Background: an optimization exercise with open tools, aiming at small area, a short achievable clock period and few clock cycles. Do not read the settings as production practice.
RTL that was checked went through simulation tests only; none was proved equivalent to the original.
Power figures rest on the tool's default switching activity, not on a simulated workload.

## MU0
module MU0(in_data, rst_n, clk,
           out_data, out_address, memrq, rnw);
Size: ~48 I/O pins, roughly 3200 um^2 of cells after synthesis.
==> module MU0, before the edit <==
module MU0(in_data, rst_n, clk,
           out_data, out_address, memrq, rnw);
    input  [15:0] in_data;
    input         rst_n, clk;
    output [15:0] out_data;
    output [11:0] out_address;
    output        memrq, rnw;
    reg         ex;      
    reg         fe;      
    reg         rs;      
    reg         sel;     
    reg         ka;      
    reg         ub;      
    reg         sb;      
    reg  [15:0] ir;
    reg  [11:0] pc;
    reg  [15:0] acc;
    wire [3:0] op   = ir[15:12];
    wire       hop  = op[3] | (op[2:0] == 3'b111);
    wire       dop  = ~op[3] & ~op[2];
    wire       jop  = ~op[3] & op[2] & ~(op[1] & op[0]);
    assign out_address = sel ? ir[11:0] : pc;
    assign memrq       = fe | rs | (ex & ~hop);
    assign rnw         = ~(ex & (op == 4'b0001));
    assign out_data    = acc;
    wire [15:0] a_op  = (ka ? acc : 16'd0) ^ {16{sb}};
    wire [15:0] b_op  = ub ? in_data : 16'd0;
    wire [15:0] sum   = a_op + b_op;
    wire [15:0] acc_n = sum ^ {16{sb}};
    wire        pc_en = fe | (ex & jop);
    wire        nex   = fe | rs | (ex & jop);
    wire [3:0]  nop   = in_data[15:12];
    wire        neg   = acc[15] & ~rs;
    wire        nz    = (|acc) & ~rs;
    wire        ntake = (nop[1:0] == 2'b00) |
                        (nop[1:0] == 2'b01 & ~neg) |
                        (nop[1:0] == 2'b10 & nz);
    wire        sel_n = ~(ex & dop) & ~nop[3] & (~nop[2] | ntake);
    always @(posedge clk) begin
        ir  <= in_data;
        acc <= acc_n;
        if (~rst_n) begin
            ex  <= 1'b0;
            fe  <= 1'b0;
            rs  <= 1'b1;
            sel <= 1'b0;
            ka  <= 1'b0;
            ub  <= 1'b0;
            sb  <= 1'b0;
            pc  <= 12'd0;
        end else begin
            ex  <= nex;
            fe  <= ex & dop;
            rs  <= 1'b0;
            sel <= sel_n;
            ka  <= ~(nex & (nop == 4'b0000));
            ub  <= nex & ~nop[3] & ~nop[2] & (nop[1:0] != 2'b01);
            sb  <= nex & (nop == 4'b0011);
            if (pc_en)
                pc <= out_address + 12'd1;
        end
    end
endmodule
export LEC_CHECK = 0
export ABC_AREA = 1
export CAP_MARGIN = 20
export CORE_MARGIN = 2
export CORE_UTILIZATION = 40
export SETUP_SLACK_MARGIN = 2.0
export SLEW_MARGIN = 20
create_clock -name core_clock -period 4.5 [get_ports {clk}]
standard.sh (not shown) runs the stock make flow with config.mk's settings and CLKGATE_MAP_FILE= SYNTH_SCRIPT=/design/flow/synth_recipe.tcl, a recipe that flattens the netlist after the stock synthesis.
==> flow/flow/run.sh <==
#!/bin/bash
set -euo pipefail
bash standard.sh BUFFER_PORTS_ARGS="-buffer_cell sky130_fd_sc_hd__buf_1" finish > standard.log 2>&1
Next try:
--- a/flow/design.v
+++ b/flow/design.v
@@ -20,16 +20,16 @@
     wire       dop  = ~op[3] & ~op[2];
     wire       jop  = ~op[3] & op[2] & ~(op[1] & op[0]);
     assign out_address = sel ? ir[11:0] : pc;
     assign memrq       = fe | rs | (ex & ~hop);
     assign rnw         = ~(ex & (op == 4'b0001));
     assign out_data    = acc;
-    wire [15:0] a_op  = (ka ? acc : 16'd0) ^ {16{sb}};
-    wire [15:0] b_op  = ub ? in_data : 16'd0;
-    wire [15:0] sum   = a_op + b_op;
-    wire [15:0] acc_n = sum ^ {16{sb}};
+    wire [15:0] a_op  = ka ? acc : 16'd0;
+    wire [15:0] b_op  = (ub ? in_data : 16'd0) ^ {16{sb}};
+    wire [16:0] sum   = {a_op, 1'b1} + {b_op, sb};
+    wire [15:0] acc_n = sum[16:1];
     wire        pc_en = fe | (ex & jop);
     wire        nex   = fe | rs | (ex & jop);
     wire [3:0]  nop   = in_data[15:12];
     wire        neg   = acc[15] & ~rs;
     wire        nz    = (|acc) & ~rs;
     wire        ntake = (nop[1:0] == 2'b00) |
Register-to-register slack gets worse by 0.06 ns.
Worst setup slack gets worse by 0.012 ns.
Cell area came out lower slightly.
Clock power is about the same.
Total power came out lower by a few percent.
Clock skew hardly moves.
Utilization came out lower by 0.62 points.
Sequential share of layout area came out higher by 0.29 points.
Sequential power came out lower slightly.
Non-clock buffer count came out lower by 1.
Testbench counts after the change, summed over its fixed seeds: cycles 33,132.
No functional check of the RTL was part of the first run of this note.

* * *

== JK ==
MU0, a different RTL version from the one above (not shown whole).
For scale: ~400 cells after synthesis, ~47 flip-flops, ~48 I/O pins, ~0.0032 mm2 of cells after synthesis.
==> module MU0, before the edit <==
module MU0(in_data, rst_n, clk,
           out_data, out_address, memrq, rnw);
    input  [15:0] in_data;
    input         rst_n, clk;
    output [15:0] out_data;
    output [11:0] out_address;
    output        memrq, rnw;
    reg  [2:0]  st;
    reg  [15:0] ir;
    reg  [11:0] pc;
    reg  [15:0] acc;
    wire       ex   = (st == 3'b000);
    wire       fe   = st[2];
    wire [3:0] op   = ir[15:12];
    wire       hop  = op[3] | (op[2:0] == 3'b111);
    wire       dop  = ~op[3] & ~op[2];
    wire       jop  = ~op[3] & op[2] & ~(op[1] & op[0]);
    wire       accnz = |acc;
    wire       take = (op[1:0] == 2'b00) |
                      (op[1:0] == 2'b01 & ~acc[15]) |
                      (op[1:0] == 2'b10 & accnz);
    wire       sel_s = ex & (dop | (jop & take));
    assign out_address = sel_s ? ir[11:0] : pc;
    assign memrq       = fe | (st[1] & ~st[0]) | (ex & ~hop);
    assign rnw         = ~(ex & (op == 4'b0001));
    assign out_data    = acc;
    wire        lda  = fe & ~st[1] & ~st[0];
    wire        useb = fe & (st[1] | ~st[0]);
    wire        sub  = fe &  st[1] &  st[0];
    wire [15:0] a_op = lda ? 16'd0 : acc;
    wire [15:0] b_op = (useb ? ir : 16'd0) ^ {16{sub}};
    wire [15:0] acc_n = a_op + b_op + {15'd0, sub};
    wire        pc_en = fe | (ex & jop);
    always @(posedge clk) begin
        ir <= in_data;
        if (~rst_n) begin
            st  <= 3'b010;
            pc  <= 12'd0;
            acc <= 16'd0;
        end else begin
            acc <= acc_n;
            if (pc_en)
                pc <= out_address + 12'd1;
            case (st)
                3'b000:  st <= hop ? 3'b001 :
                               jop ? 3'b000 : {1'b1, op[1:0]};
                3'b001:  st <= 3'b001;
                3'b011:  st <= 3'b001;
                default: st <= 3'b000;
            endcase
        end
    end
endmodule
clock: 4.5 ns
lec_check: 0
cap_margin: 20
core_margin: 2
core_utilization: 40
slew_margin: 20
run.sh (not shown) runs the stock make flow with config.mk's settings and CLKGATE_MAP_FILE= SYNTH_SCRIPT=/design/flow/synth_recipe.tcl, a recipe that flattens the netlist after the stock synthesis.
Stock flow here: none of the scripts above is used.
Testbench counts of JK, summed over its fixed seeds: cycles 33,132.
For MS, these inputs were changed with respect to JK:
==> flow/design.v <==
module MU0(in_data, rst_n, clk,
           out_data, out_address, memrq, rnw);
    input  [15:0] in_data;
    input         rst_n, clk;
    output [15:0] out_data;
    output [11:0] out_address;
    output        memrq, rnw;
    reg         ex;      
    reg         fe;      
    reg         rs;      
    reg         ka, ub, sb;
    reg         sel;     
    reg  [15:0] ir;
    reg  [11:0] pc;
    reg  [15:0] acc;
    wire [3:0] op   = ir[15:12];
    wire       hop  = op[3] | (op[2:0] == 3'b111);
    wire       dop  = ~op[3] & ~op[2];
    wire       jop  = ~op[3] & op[2] & ~(op[1] & op[0]);
    assign out_address = sel ? ir[11:0] : pc;
    assign memrq       = fe | rs | (ex & ~hop);
    assign rnw         = ~(ex & (op == 4'b0001));
    assign out_data    = acc;
    wire [15:0] a_op  = ka ? acc : 16'd0;
    wire [15:0] b_op  = ub ? ir  : 16'd0;
    wire [16:0] sum   = {a_op, 1'b1} + {b_op, sb};
    wire [15:0] acc_n = sum[16:1];
    wire        pc_en = fe | (ex & jop);
    wire [3:0]  nop   = in_data[15:12];
    wire        ntake = (nop[1:0] == 2'b00) |
                        (nop[1:0] == 2'b01 & ~acc_n[15]) |
                        (nop[1:0] == 2'b10 & (|acc_n));
    wire        sel_n = ~(ex & dop) & ~nop[3] & (~nop[2] | ntake);
    wire        sub_x = ex & (op == 4'b0011);
    always @(posedge clk) begin
        ir  <= in_data ^ {16{sub_x}};
        acc <= acc_n;
        if (~rst_n) begin
            ex  <= 1'b0;
            fe  <= 1'b0;
            rs  <= 1'b1;
            ka  <= 1'b0;
            ub  <= 1'b0;
            sb  <= 1'b0;
            sel <= 1'b0;
            pc  <= 12'd0;
        end else begin
            ex  <= fe | rs | (ex & jop);
            fe  <= ex & dop;
            rs  <= 1'b0;
            ka  <= ~(ex & (op == 4'b0000));
            ub  <= ex & dop & (op[1:0] != 2'b01);
            sb  <= sub_x;
            sel <= sel_n;
            if (pc_en)
                pc <= out_address + 12'd1;
        end
    end
endmodule
Results
- The higher post-placement cell count came out of JK.
- Min worst setup slack across MS and JK: JK
- Comparing area after synthesis for MS and JK, the bigger number came from JK.
- For MS, the capturing element of the worst setup path was sel, unlike JK, where it was out_address[0].
- Unique cell type count in the Yosys netlist of MS exceeds that of JK by a few percent.
- The number of combinational gates with multiple inputs number comes out lower for MS vs JK.
- Delta (MS minus JK): average routed wire per standard cell fell 10%, sequential share of layout area rose 4.3 points.
Testbench counts of MS, summed over its fixed seeds: cycles 33,132.

* * *

MU0 with an RTL version that a note above also has.
Size in the first run: roughly 460 cells after synthesis, roughly 51 flip-flops, ~48 I/O pins.
==> module MU0, before the edit <==
module MU0(in_data, rst_n, clk,
           out_data, out_address, memrq, rnw);
    input  [15:0] in_data;
    input         rst_n, clk;
    output [15:0] out_data;
    output [11:0] out_address;
    output        memrq, rnw;
    reg         ex;      
    reg         fe;      
    reg         rs;      
    reg         sel;     
    reg         ka;      
    reg         ub;      
    reg         sb;      
    reg  [15:0] ir;
    reg  [11:0] pc;
    reg  [15:0] acc;
    wire [3:0] op   = ir[15:12];
    wire       hop  = op[3] | (op[2:0] == 3'b111);
    wire       dop  = ~op[3] & ~op[2];
    wire       jop  = ~op[3] & op[2] & ~(op[1] & op[0]);
    assign out_address = sel ? ir[11:0] : pc;
    assign memrq       = fe | rs | (ex & ~hop);
    assign rnw         = ~(ex & (op == 4'b0001));
    assign out_data    = acc;
    wire [15:0] a_op  = ka ? acc : 16'd0;
    wire [15:0] b_op  = (ub ? in_data : 16'd0) ^ {16{sb}};
    wire [16:0] sum   = {a_op, 1'b1} + {b_op, sb};
    wire [15:0] acc_n = sum[16:1];
    wire        pc_en = fe | (ex & jop);
    wire        nex   = fe | rs | (ex & jop);
    wire [3:0]  nop   = in_data[15:12];
    wire        neg   = acc[15] & ~rs;
    wire        nz    = (|acc) & ~rs;
    wire        ntake = (nop[1:0] == 2'b00) |
                        (nop[1:0] == 2'b01 & ~neg) |
                        (nop[1:0] == 2'b10 & nz);
    wire        sel_n = ~(ex & dop) & ~nop[3] & (~nop[2] | ntake);
    always @(posedge clk) begin
        ir  <= in_data;
        acc <= acc_n;
        if (~rst_n) begin
            ex  <= 1'b0;
            fe  <= 1'b0;
            rs  <= 1'b1;
            sel <= 1'b0;
            ka  <= 1'b0;
            ub  <= 1'b0;
            sb  <= 1'b0;
            pc  <= 12'd0;
        end else begin
            ex  <= nex;
            fe  <= ex & dop;
            rs  <= 1'b0;
            sel <= sel_n;
            ka  <= ~(nex & (nop == 4'b0000));
            ub  <= nex & ~nop[3] & ~nop[2] & (nop[1:0] != 2'b01);
            sb  <= nex & (nop == 4'b0011);
            if (pc_en)
                pc <= out_address + 12'd1;
        end
    end
endmodule
==> flow/config.mk <==
export PLATFORM = sky130hd
export DESIGN_NAME = MU0
export DESIGN_NICKNAME = MU0
export VERILOG_FILES = /design/flow/design.v
export SDC_FILE = /design/flow/constraint.sdc
export NUM_CORES = 4
export LEC_CHECK = 0
export ABC_AREA = 1
export CAP_MARGIN = 20
export CORE_MARGIN = 2
export CORE_UTILIZATION = 55
export SETUP_SLACK_MARGIN = 2.2
export SLEW_MARGIN = 20
==> flow/constraint.sdc <==
create_clock -name core_clock -period 4.5 [get_ports {clk}]
set_input_delay 0.9000 -clock core_clock [delete_from_list [all_inputs] [get_ports {clk}]]
set_output_delay 0.9000 -clock core_clock [all_outputs]
set_load 0.01 [all_outputs]
standard.sh (not shown) runs the stock make flow with config.mk's settings and CLKGATE_MAP_FILE= SYNTH_SCRIPT=/design/flow/synth_recipe.tcl, a recipe that flattens the netlist after the stock synthesis.
Scripts as last shown in full above: flow/flow/run.sh
The starting point completed without violations.
Testbench counts at the start, summed over its fixed seeds: cycles 33,132.
Change:
--- a/flow/design.v
+++ b/flow/design.v
@@ -4,19 +4,19 @@
     input         rst_n, clk;
     output [15:0] out_data;
     output [11:0] out_address;
     output        memrq, rnw;
     reg         ex;      
-    reg         fe;      
-    reg         rs;      
     reg         sel;     
     reg         ka;      
     reg         ub;      
     reg         sb;      
     reg  [15:0] ir;
     reg  [11:0] pc;
     reg  [15:0] acc;
+    wire       fe   = sb & ~ub;                 
+    wire       rs   = ~(ex | sb | ka | ub);     
     wire [3:0] op   = ir[15:12];
     wire       hop  = op[3] | (op[2:0] == 3'b111);
     wire       dop  = ~op[3] & ~op[2];
     wire       jop  = ~op[3] & op[2] & ~(op[1] & op[0]);
     assign out_address = sel ? ir[11:0] : pc;
@@ -39,25 +39,21 @@
     always @(posedge clk) begin
         ir  <= in_data;
         acc <= acc_n;
         if (~rst_n) begin
             ex  <= 1'b0;
-            fe  <= 1'b0;
-            rs  <= 1'b1;
             sel <= 1'b0;
             ka  <= 1'b0;
             ub  <= 1'b0;
             sb  <= 1'b0;
             pc  <= 12'd0;
         end else begin
             ex  <= nex;
-            fe  <= ex & dop;
-            rs  <= 1'b0;
             sel <= sel_n;
             ka  <= ~(nex & (nop == 4'b0000));
             ub  <= nex & ~nop[3] & ~nop[2] & (nop[1:0] != 2'b01);
-            sb  <= nex & (nop == 4'b0011);
+            sb  <= (nex & (nop == 4'b0011)) | (ex & dop);
             if (pc_en)
                 pc <= out_address + 12'd1;
         end
     end
 endmodule
After rerunning: Worst hold slack gets worse by 0.051 ns; area after synthesis went up slightly; maximum frequency is lower slightly; combinational power went up by well over a third; final cell count came out higher slightly; wire length rises by a few percent; synthesized cell count climbs slightly.
Function not checked in the second run of this note: the RTL went through the layout flow alone.

* * *

alpha:
Another version of the RTL of MU0 (not shown whole).
For scale: ~380 cells after synthesis, roughly 48 I/O pins.
==> module MU0, before the edit <==
module MU0(in_data, rst_n, clk,
           out_data, out_address, memrq, rnw);
    input  [15:0] in_data;
    input         rst_n, clk;
    output [15:0] out_data;
    output [11:0] out_address;
    output        memrq, rnw;
    reg         ex;      
    reg         fe;      
    reg         rs;      
    reg         ka, ub, sb;
    reg         sel;     
    reg  [15:0] ir;
    reg  [11:0] pc;
    reg  [15:0] acc;
    wire [3:0] op   = ir[15:12];
    wire       hop  = op[3] | (op[2:0] == 3'b111);
    wire       dop  = ~op[3] & ~op[2];
    wire       jop  = ~op[3] & op[2] & ~(op[1] & op[0]);
    assign out_address = sel ? ir[11:0] : pc;
    assign memrq       = fe | rs | (ex & ~hop);
    assign rnw         = ~(ex & (op == 4'b0001));
    assign out_data    = acc;
    wire [15:0] a_op  = ka ? acc : 16'd0;
    wire [15:0] b_op  = ub ? ir  : 16'd0;
    wire [16:0] sum   = {a_op, 1'b1} + {b_op, sb};
    wire [15:0] acc_n = sum[16:1];
    wire [15:0] zk    = {a_op[14:0] | b_op[14:0], sb};
    wire        acc_nz = |(a_op ^ b_op ^ zk);
    wire        pc_en = fe | (ex & jop);
    wire [3:0]  nop   = in_data[15:12];
    wire        ntake = (nop[1:0] == 2'b00) |
                        (nop[1:0] == 2'b01 & ~acc_n[15]) |
                        (nop[1:0] == 2'b10 & acc_nz);
    wire        sel_n = ~(ex & dop) & ~nop[3] & (~nop[2] | ntake);
    wire        sub_x = ex & (op == 4'b0011);
    always @(posedge clk) begin
        ir  <= in_data ^ {16{sub_x}};
        acc <= acc_n;
        if (~rst_n) begin
            ex  <= 1'b0;
            fe  <= 1'b0;
            rs  <= 1'b1;
            ka  <= 1'b0;
            ub  <= 1'b0;
            sb  <= 1'b0;
            sel <= 1'b0;
            pc  <= 12'd0;
        end else begin
            ex  <= fe | rs | (ex & jop);
            fe  <= ex & dop;
            rs  <= 1'b0;
            ka  <= ~(ex & (op == 4'b0000));
            ub  <= ex & dop & (op[1:0] != 2'b01);
            sb  <= sub_x;
            sel <= sel_n;
            if (pc_en)
                pc <= out_address + 12'd1;
        end
    end
endmodule
export LEC_CHECK = 0
export CAP_MARGIN = 20
export CORE_MARGIN = 2
export CORE_UTILIZATION = 40
export SETUP_SLACK_MARGIN = 2.0
export SLEW_MARGIN = 20
create_clock -name core_clock -period 4.5 [get_ports {clk}]
Scripts as last shown in full above: flow/flow/run.sh
Testbench counts of alpha, summed over its fixed seeds: cycles 33,132.
## Diff of input files: beta against alpha
==> flow/design.v <==
module MU0(in_data, rst_n, clk,
           out_data, out_address, memrq, rnw);
    input  [15:0] in_data;
    input         rst_n, clk;
    output [15:0] out_data;
    output [11:0] out_address;
    output        memrq, rnw;
    reg         ex;      
    reg         fe;      
    reg         rs;      
    reg         sel;     
    reg         mrq;     
    reg         rd;      
    reg         ka;      
    reg         ub;      
    reg         sb;      
    reg  [15:0] ir;
    reg  [11:0] pc;
    reg  [15:0] acc;
    wire [3:0] op   = ir[15:12];
    wire       dop  = ~op[3] & ~op[2];
    wire       jop  = ~op[3] & op[2] & ~(op[1] & op[0]);
    assign out_address = sel ? ir[11:0] : pc;
    assign memrq       = mrq;
    assign rnw         = rd;
    assign out_data    = acc;
    wire [15:0] a_op  = ka ? acc : 16'd0;
    wire [15:0] b_op  = (ub ? in_data : 16'd0) ^ {16{sb}};
    wire [16:0] sum   = {a_op, 1'b1} + {b_op, sb};
    wire [15:0] acc_n = sum[16:1];
    wire        pc_en = fe | (ex & jop);
    wire        nex   = fe | rs | (ex & jop);
    wire [3:0]  nop   = in_data[15:12];
    wire        nhop  = nop[3] | (nop[2:0] == 3'b111);
    wire        neg   = acc[15] & ~rs;
    wire        nz    = (|acc) & ~rs;
    wire        ntake = (nop[1:0] == 2'b00) |
                        (nop[1:0] == 2'b01 & ~neg) |
                        (nop[1:0] == 2'b10 & nz);
    wire        sel_n = ~(ex & dop) & ~nop[3] & (~nop[2] | ntake);
    always @(posedge clk) begin
        ir  <= in_data;
        acc <= acc_n;
        if (~rst_n) begin
            ex  <= 1'b0;
            fe  <= 1'b0;
            rs  <= 1'b1;
            sel <= 1'b0;
            mrq <= 1'b1;
            rd  <= 1'b1;
            ka  <= 1'b0;
            ub  <= 1'b0;
            sb  <= 1'b0;
            pc  <= 12'd0;
        end else begin
            ex  <= nex;
            fe  <= ex & dop;
            rs  <= 1'b0;
            sel <= sel_n;
            mrq <= (ex & dop) | (nex & ~nhop);
            rd  <= ~(nex & (nop == 4'b0001));
            ka  <= ~(nex & (nop == 4'b0000));
            ub  <= nex & ~nop[3] & ~nop[2] & (nop[1:0] != 2'b01);
            sb  <= nex & (nop == 4'b0011);
            if (pc_en)
                pc <= out_address + 12'd1;
        end
    end
endmodule
Findings:
beta reports a higher sequential cell area than alpha does.
beta vs alpha — sequential share of power rose 0.4 points.
Combinational fraction of design power in beta is 5.3 points higher than in alpha
Area of the placeable core down about 6% in beta wrt alpha
[compare] base=alpha new=beta: fmax now smaller; worst hold slack decreased 4.5 ps; netlist area before placement moved down; multi-input logic portion of the cell area now sits higher.
On worst setup skew after layout, the higher figure sits with beta, not alpha.
Between alpha and beta, the difference in cell-internal power is negligible.
Against alpha, beta comes in 48 ps lower on setup slack.
According to the power report, total power for beta is higher than for alpha.
The RTL of beta was laid out without a check of its function.

==> what the ideal ports hide <==
The flow's constraints put no driver on any port. The routed layouts listed below were extracted and timed again, unchanged, in two steps.
Step 1 (the two cells are an assumption about what drives the block):
set clk [get_ports {clk}]
set_driving_cell -lib_cell sky130_fd_sc_hd__clkbuf_16 $clk
set_driving_cell -lib_cell sky130_fd_sc_hd__buf_2 [delete_from_list [all_inputs] $clk]
Step 2 also shifts input and output timing later by t, the mid clock arrival at the registers, as if the neighbouring blocks saw the same clock.
a / b / c = ideal / step 1 / step 2; a / b = the first two.
run | t, ns | setup slack, ns | worst slew at a driven data input, ns | pins driven straight from the clock port
the first run of note 1 | 0.332 | 2.167 / 2.134 / 1.928 | 0.03 | 1
the second run of note 1 | 0.329 | 2.155 / 2.125 / 1.866 | 0.03 | 1
JK | 0.328 | 0.785 / 0.752 / 1.080 | 0.04 | 1
MS | 0.324 | 1.275 / 1.275 / 1.275 | 0.03 | 1
the first run of note 3 | 0.320 | 2.325 / 2.297 / 2.023 | 0.05 | 1
the second run of note 3 | 0.332 | 2.305 / 2.274 / 2.004 | 0.05 | 1
alpha | 0.334 | 2.072 / 2.052 / 2.072 | 0.03 | 1
beta | 0.345 | 2.024 / 2.031 / 1.686 | 0.04 | 1
After both steps every run listed still meets setup and hold. For beta, which loses most, drivers alone change the setup slack by +0.007 ns; drivers and shift together by -0.338 ns.
